Background: an optimization exercise with open tools, aiming at small area and a short achievable clock period. Do not read the settings as production practice. Only simulation tests tie the RTL to the original design; equivalence was not proved. Power figures rest on the tool's default switching activity, not on a simulated workload.

`flow/config.mk`:
```
export PLATFORM = sky130hd
export DESIGN_NAME = KalmanFilter
export DESIGN_NICKNAME = KalmanFilter
export VERILOG_FILES = /design/flow/design.v
export SDC_FILE = /design/flow/constraint.sdc
export NUM_CORES = 4
export LEC_CHECK = 0
export CAP_MARGIN = 20
export CORE_MARGIN = 2
export CORE_UTILIZATION = 40
export SLEW_MARGIN = 20
```
`flow/constraint.sdc`:
```
create_clock -name core_clock -period 40.0 [get_ports {clk}]
set_input_delay 8.0000 -clock core_clock [delete_from_list [all_inputs] [get_ports {clk}]]
set_output_delay 8.0000 -clock core_clock [all_outputs]
set_load 0.01 [all_outputs]
```
`flow/design.v`:
```
module KalmanFilter(
    input clk,
    input reset,
    input valid_in,
    input [7:0] z_k,
    output reg [7:0] x_k
);
    reg [1:0] state;   
    reg [1:0] pidx;    
    wire [2:0] rz0, rz1, rz2, rz3, rx1, rx2, rx3;
    kf_r0 uz0(.v(z_k), .r(rz0));
    kf_r1 uz1(.v(z_k), .r(rz1));
    kf_r2 uz2(.v(z_k), .r(rz2));
    kf_r3 uz3(.v(z_k), .r(rz3));
    kf_r1 ux1(.v(x_k), .r(rx1));
    kf_r2 ux2(.v(x_k), .r(rx2));
    kf_r3 ux3(.v(x_k), .r(rx3));
    reg [2:0] rz, rx;
    reg [7:0] gz, gx;
    always @* begin
        case (pidx)
            2'd0: begin rz = rz0; rx = 3'd0; gz = z_k >> 3; gx = 8'd0; end
            2'd1: begin rz = rz1; rx = rx1;  gz = z_k >> 5; gx = x_k >> 5; end
            2'd2: begin rz = rz2; rx = rx2;  gz = 8'd0;     gx = 8'd0; end
            default: begin rz = rz3; rx = rx3; gz = 8'd0;   gx = 8'd0; end
        endcase
    end
    wire [7:0] c = (pidx == 2'd0) ? 8'd24 : x_k - (x_k >> 1) - gx - rx;
    wire [7:0] x_next = c + (z_k >> 1) + gz + rz;
    always @(posedge clk) begin
        if (reset) begin
            x_k   <= 8'd70;
            pidx  <= 2'd0;
            state <= 2'd0;
        end else begin
            if (state != 2'd0 || valid_in)
                state <= state + 2'd1;
            if (state == 2'd3) begin
                x_k <= x_next;
                if (pidx != 2'd3)
                    pidx <= pidx + 2'd1;
            end
        end
    end
endmodule
module kf_r0(input [7:0] v, output [2:0] r);
  wire new_n12, new_n13, new_n14, new_n15, new_n16, new_n17, new_n19,
    new_n20, new_n21, new_n22, new_n23, new_n24, new_n25, new_n26, new_n27,
    new_n28, new_n29, new_n30, new_n31, new_n32, new_n33, new_n34, new_n35,
    new_n36, new_n37, new_n38, new_n39, new_n40, new_n42, new_n43, new_n44,
    new_n45, new_n46, new_n47, new_n48, new_n49, new_n50, new_n51, new_n52,
    new_n53, new_n54, new_n55, new_n56, new_n57, new_n58, new_n59, new_n60,
    new_n61, new_n62, new_n63, new_n64, new_n65, new_n66, new_n67, new_n68,
    new_n69, new_n70, new_n71, new_n72, new_n73, new_n74, new_n75, new_n76,
    new_n77, new_n78;
  assign new_n12 = ~v[4] & ~v[3];
  assign new_n13 = ~v[1] & ~new_n12;
  assign new_n14 = v[0] & ~new_n13;
  assign new_n15 = ~v[5] & v[2];
  assign new_n16 = ~v[7] & ~v[6];
  assign new_n17 = new_n15 & new_n16;
  assign r[2] = new_n14 & new_n17;
  assign new_n19 = ~v[4] & v[1];
  assign new_n20 = v[5] & ~new_n19;
  assign new_n21 = v[0] & ~new_n20;
  assign new_n22 = v[4] & ~v[1];
  assign new_n23 = ~v[5] & ~new_n22;
  assign new_n24 = v[1] & new_n12;
  assign new_n25 = ~v[0] & ~new_n23;
  assign new_n26 = ~new_n24 & new_n25;
  assign new_n27 = v[2] & ~new_n26;
  assign new_n28 = ~new_n21 & ~new_n27;
  assign new_n29 = v[2] & new_n14;
  assign new_n30 = v[6] & ~new_n29;
  assign new_n31 = v[6] & v[5];
  assign new_n32 = ~new_n30 & ~new_n31;
  assign new_n33 = ~new_n28 & new_n32;
  assign new_n34 = v[4] & v[3];
  assign new_n35 = v[1] & ~new_n34;
  assign new_n36 = ~v[2] & ~v[0];
  assign new_n37 = new_n31 & new_n36;
  assign new_n38 = ~new_n35 & new_n37;
  assign new_n39 = ~v[7] & ~new_n38;
  assign new_n40 = ~new_n33 & ~new_n39;
  assign r[1] = ~r[2] & ~new_n40;
  assign new_n42 = v[7] & ~new_n36;
  assign new_n43 = ~v[0] & ~new_n12;
  assign new_n44 = new_n15 & ~new_n43;
  assign new_n45 = ~v[7] & ~v[0];
  assign new_n46 = ~v[5] & ~new_n45;
  assign new_n47 = new_n35 & new_n46;
  assign new_n48 = v[2] & ~v[1];
  assign new_n49 = ~v[5] & ~v[1];
  assign new_n50 = ~v[7] & ~new_n49;
  assign new_n51 = ~new_n48 & ~new_n50;
  assign new_n52 = ~v[0] & ~new_n35;
  assign new_n53 = ~new_n51 & new_n52;
  assign new_n54 = ~new_n42 & ~new_n44;
  assign new_n55 = ~new_n47 & new_n54;
  assign new_n56 = ~new_n53 & new_n55;
  assign new_n57 = new_n30 & new_n56;
  assign new_n58 = ~v[5] & ~new_n34;
  assign new_n59 = ~new_n13 & new_n58;
  assign new_n60 = ~v[6] & new_n21;
  assign new_n61 = v[7] & ~new_n60;
  assign new_n62 = ~new_n31 & new_n36;
  assign new_n63 = ~new_n59 & new_n62;
  assign new_n64 = ~new_n61 & new_n63;
  assign new_n65 = ~v[7] & v[6];
  assign new_n66 = ~new_n19 & new_n65;
  assign new_n67 = v[7] & ~v[6];
  assign new_n68 = v[5] & new_n22;
  assign new_n69 = ~new_n67 & new_n68;
  assign new_n70 = ~new_n66 & ~new_n69;
  assign new_n71 = ~v[0] & ~new_n70;
  assign new_n72 = ~v[5] & ~new_n65;
  assign new_n73 = new_n14 & new_n72;
  assign new_n74 = ~new_n71 & ~new_n73;
  assign new_n75 = v[2] & ~new_n74;
  assign new_n76 = ~new_n28 & new_n67;
  assign new_n77 = ~new_n57 & ~new_n64;
  assign new_n78 = ~new_n75 & ~new_n76;
  assign r[0] = new_n77 & new_n78;
endmodule
module kf_r1(input [7:0] v, output [2:0] r);
  wire new_n13, new_n14, new_n15, new_n16, new_n17, new_n18, new_n19,
    new_n20, new_n21, new_n22, new_n24, new_n25;
  assign new_n13 = v[7] & ~v[3];
  assign new_n14 = v[6] & ~v[2];
  assign new_n15 = v[5] & ~v[1];
  assign new_n16 = ~new_n14 & ~new_n15;
  assign new_n17 = ~v[7] & v[3];
  assign new_n18 = ~v[6] & v[2];
  assign new_n19 = ~new_n17 & ~new_n18;
  assign new_n20 = ~new_n16 & new_n19;
  assign new_n21 = ~new_n13 & ~new_n20;
  assign new_n22 = v[4] & v[0];
  assign r[1] = new_n21 & new_n22;
  assign new_n24 = ~v[4] & ~v[0];
  assign new_n25 = ~new_n21 & new_n24;
  assign r[0] = ~r[1] & ~new_n25;
  assign r[2] = 1'b0;
endmodule
module kf_r2(input [7:0] v, output [2:0] r);
  wire new_n13, new_n14, new_n15, new_n16, new_n17, new_n18, new_n20,
    new_n21, new_n22, new_n23;
  assign new_n13 = v[6] & v[0];
  assign new_n14 = ~v[5] & ~v[4];
  assign new_n15 = ~v[3] & ~v[2];
  assign new_n16 = ~v[1] & new_n15;
  assign new_n17 = new_n14 & new_n16;
  assign new_n18 = v[7] & new_n13;
  assign r[1] = ~new_n17 & new_n18;
  assign new_n20 = ~v[7] & ~new_n13;
  assign new_n21 = ~v[6] & ~v[0];
  assign new_n22 = new_n17 & new_n21;
  assign new_n23 = ~r[1] & ~new_n20;
  assign r[0] = ~new_n22 & new_n23;
  assign r[2] = 1'b0;
endmodule
module kf_r3(input [7:0] v, output [2:0] r);
  assign r[0] = v[7] & v[0];
  assign r[2] = 1'b0;
  assign r[1] = 1'b0;
endmodule
```
`flow/run.sh`:
```
#!/bin/bash
# synth_recipe.tcl (not shown) runs the flow's synth.tcl, then flattens the netlist and writes it again
# the make line also repeats each setting of config.mk as NAME=value (left out here)
make -C /OpenROAD-flow-scripts/flow DESIGN_CONFIG=/design/flow/config.mk WORK_HOME=/design/flow/orfs CLKGATE_MAP_FILE= SYNTH_SCRIPT=/design/flow/synth_recipe.tcl finish
```
==> results.txt <==
==> per-layer routing <==
layer / vias up / GRT usage [%] / wire, um
met5: - / 0 / 0
met4: 0 / 4.64 / 67
met3: 9 / 2.47 / 184
met2: 56 / 28.3 / 2240
met1: 884 / 24.2 / 2450
li1: 971 / - / -
==> registers in the layout, indices dropped and copies added (netlist names) <==
register / flops
state: 2
pidx: 2
x_k: 8
==> cell type report <==
type	instances	area (um2)
well taps	70	87.6
inverters	39	146
flip-flops and latches	12	240
multi-input cells	214	1720
fillers	549	2720
clock buffers	4	55.1
repair buffers	18	180
==> worst max-delay path by stage <==
stage | end | slack (ns) | depth (start not counted) | startpoint
2_1_floorplan | x_k[7] | 28.17 | 18 | z_k[1]
3_3_place_gp | x_k[7] | 27.24 | 18 | z_k[6]
3_5_place_dp | x_k[7] | 27.27 | 18 | z_k[6]
4_1_cts | x_k[7] | 27.52 | 18 | z_k[6]
5_1_grt | x_k[7] | 27.22 | 18 | z_k[4]
6_report | x_k[7] | 27.48 | 18 | z_k[6]
==> per-stage QoR <==
step	utilization, %	power [W]	setup slack, ns
global route	47.2	0.000136	27.22
detailed placement	46.1	0.000108	27.27
global placement	46.1	0.000107	27.24
finish	47.2	0.000121	27.48
CTS	47.2	0.000122	27.52
floorplan	-	0.0000857	28.17
==> Yosys cell counts, types with 2 or more instances <==
cell type | count | share of area (%)
nand2_1 | 16 | 2.8
clkbuf_1 | 6 | 1.1
mux2i_1 | 4 | 1.9
a21o_1 | 4 | 1.4
fa_1 | 13 | 12
nor2b_1 | 8 | 2.3
nor3_1 | 4 | 0.94
o211ai_1 | 5 | 1.8
or3_1 | 2 | 0.59
nor3b_1 | 2 | 0.70
o21bai_1 | 3 | 1.1
o21ai_0 | 16 | 3.8
and3_1 | 3 | 0.88
maj3_1 | 2 | 0.94
ha_1 | 32 | 19
nor2_1 | 23 | 4.0
a22oi_1 | 2 | 0.70
o2111ai_1 | 2 | 0.82
a211oi_1 | 3 | 1.1
xnor2_1 | 8 | 3.3
xor2_1 | 3 | 1.2
inv_1 | 39 | 6.9
nand3_1 | 5 | 1.2
nand4b_1 | 2 | 0.82
o31ai_1 | 2 | 0.70
nand2b_1 | 6 | 1.8
and2_1 | 4 | 1.2
a21oi_1 | 14 | 3.3
a31oi_1 | 4 | 1.2
nand3b_1 | 3 | 1.1
dfxtp_1 | 12 | 11
==> critical path, delay by kind of cell <==
family | cells | cell delay [ns]
AOI/OAI and AO/OA | 6 | 1.02
xor gates and xnor gates | 1 | 0.11
adders and majority gates | 5 | 1.86
buffers and inverters | 2 | 0.86
and+or+nand+nor | 4 | 0.85
==> logic make-up (layout without fill, tap and decap cells) <==
logic type               count (synthesis)  count (layout)  synth area share, %
AO/OA/AOI/OAI                           67              67                 20.8
adder cells (fa/ha/maj)                 48              48                 32.4
multiplexers                             4               4                 1.88
buffers and inverters                   47              61                 8.33
XOR/XNOR                                11              11                 4.52
flip-flops                              12              12                 11.3
AND/OR/NAND/NOR                         84              84                 20.8
==> where the power goes <==
group | total, W | switching [W] | internal [W]
clock | 0.0000137 | 0.00000498 | 0.00000871
sequential | 0.0000189 | 0.00000421 | 0.0000147
combinational | 0.0000880 | 0.0000480 | 0.0000401
total | 0.000121 | 0.0000571 | 0.0000635
==> qor.yml <==
run_status:
  status: "finished clean"
drt:
  routedWlPerCell_um: 13.8
  drc: 0
  viasPerCell: 5.38
  drt-initial-drc-count: 152
  vias: 1920
  routed_wl_um: 4940
  antenna_left: 0
  first_pass_iters: 4
clock_tree:
  cts.sinks: 12
  tritoncts: "yes"
  cts.clk_slew.worst_paths_ns: 0.05
  ctsResizeCount: 0
  h-tree-depth: 1
  cts_made_buffers: 3
  clkLatencyLatePin_ns: 0.25
  hold_buffers: 0
  root_buffer: "clkbuf_8"
  postCtsSetupBuffers: 0
  clock_path_buffers: 2
sta:
  rsz0062_at_grt: "no"
  maxSlewViolCount: 0
  slew_headroom_pct: 61.5
  finalSetupViolCount: 0
  finalCritPeriodShare_pct: 31.3
  setup_tns_ns: 0
  hold_viol: 0
  fin_crit_ns: 12.52
  whs_ns: 0.531
  tightest_slew_ns: 0.578
  fmax_mhz: 79.9
  clock_skew_ns: 0.00701
critical_path:
  path_class: "input port to flip-flop"
  cp-start-kind: "input port"
  critPathMaxFanout: 15
  r2r-end: "x_k[7]"
  max_stage_delay_ns: 0.78
  crit_chain: "clkdlybuf4s50_1, nand2b_1, o21ai_0, maj3_1, and3_1, o221ai_1, o21ai_0, fa_1, inv_1, fa_1, ha_1, fa_1, a211oi_1, o21bai_1, a21oi_1, xnor2_1, or3_1, nand4b_1"
  cp_common_cell: "fa_1"
  r2r_slack_ns: 34.03
  timing.rr.start: "x_k[4]"
  rr_worst_depth: 22
  critPathCaptureType: "flip-flop"
  arrival_ns: 12.70
  required_ns: 40.18
  cp_slowest_cell: "clkdlybuf4s50_1"
final_layout:
  area_growth_pct: 13.7
  design_area_mm2: 0.00242
  diodes: 0
  final_cell_mix: "39 x inv_1, 32 x ha_1, 23 x nor2_1"
  nets: 344
  fin_cells: 357
  drive_gt1_share_pct: 3.83
  final_common_cell: "inv_1"
floorplanning:
  die_area_mm2: 0.00593
  die_w_um: 77.0
  start_util_pct: 41.5
  dieHeight_um: 77.0
  num_rows: 26
  core_mm2: 0.00514
  boundaryPins: 19
global_routing:
  grt-ovfl-total: 0
  antenna_found_initial: 0
  grt_max_degree: 18
  grt_pass1_wl_um: 8580
  grt_pass1_vias: 1876
  grt.total_usage_pct: 17.4
hold_path:
  min_to: "state[1]"
  hp-class: "flip-flop to flip-flop"
  hp-start: "state[1]"
  hold_path_depth: 2
logic_synthesis:
  yosysWarnings: 1
  synth_area_mm2: 0.00213
  ys_seq_area_share_pct: 11.3
  synth_edf_count: 0
  ys_types: 52
  synth-main-ff-cell: "dfxtp_1"
  syn_inst: 273
  ys_ff_latch: 12
  synth_fp_nets: 329
  async_reset_ff_share_pct: 0
  synth_area_per_cell_um2: 7.81
power:
  powerDensity_mw_per_mm2: 49.7
  total_leakage_power_nw: 1.05
  ir_worst_vdd_mv: 0.0275
placed_design:
  dpl_cell_area_mm2: 0.00237
  place.gp.congestion: 0.869
  dp_hpwl_um: 3910
  placed_cells: 353
  io_buffer_count: 18
flow_run:
  drv_cap: 0

## what the ideal ports hide
How much do the figures lean on ideal ports? The routed layout below was timed once more, with nothing changed but the port constraints. Step 1 assumes that a clkbuf_16 drives the clock port and a buf_2 every other input. Step 2 times the ports against the registers' clock, not the clock port: input delays grow and output delays shrink by t, the midpoint of the rising clock arrivals with the driver on. Slacks: ideal ports / drivers / drivers and shift; pairs: ideal ports / drivers.
t (ns): 0.264
setup WS [ns]: 27.484 / 27.484 / 27.220
worst setup path at the end: input to register
latest minus earliest clock arrival (ns): 0.007 / 0.007
cell pins on the clock port's net: 1
After both steps this run still meets setup and hold. For this run, drivers alone change the setup slack by 0.000 ns; drivers and shift together by -0.264 ns.
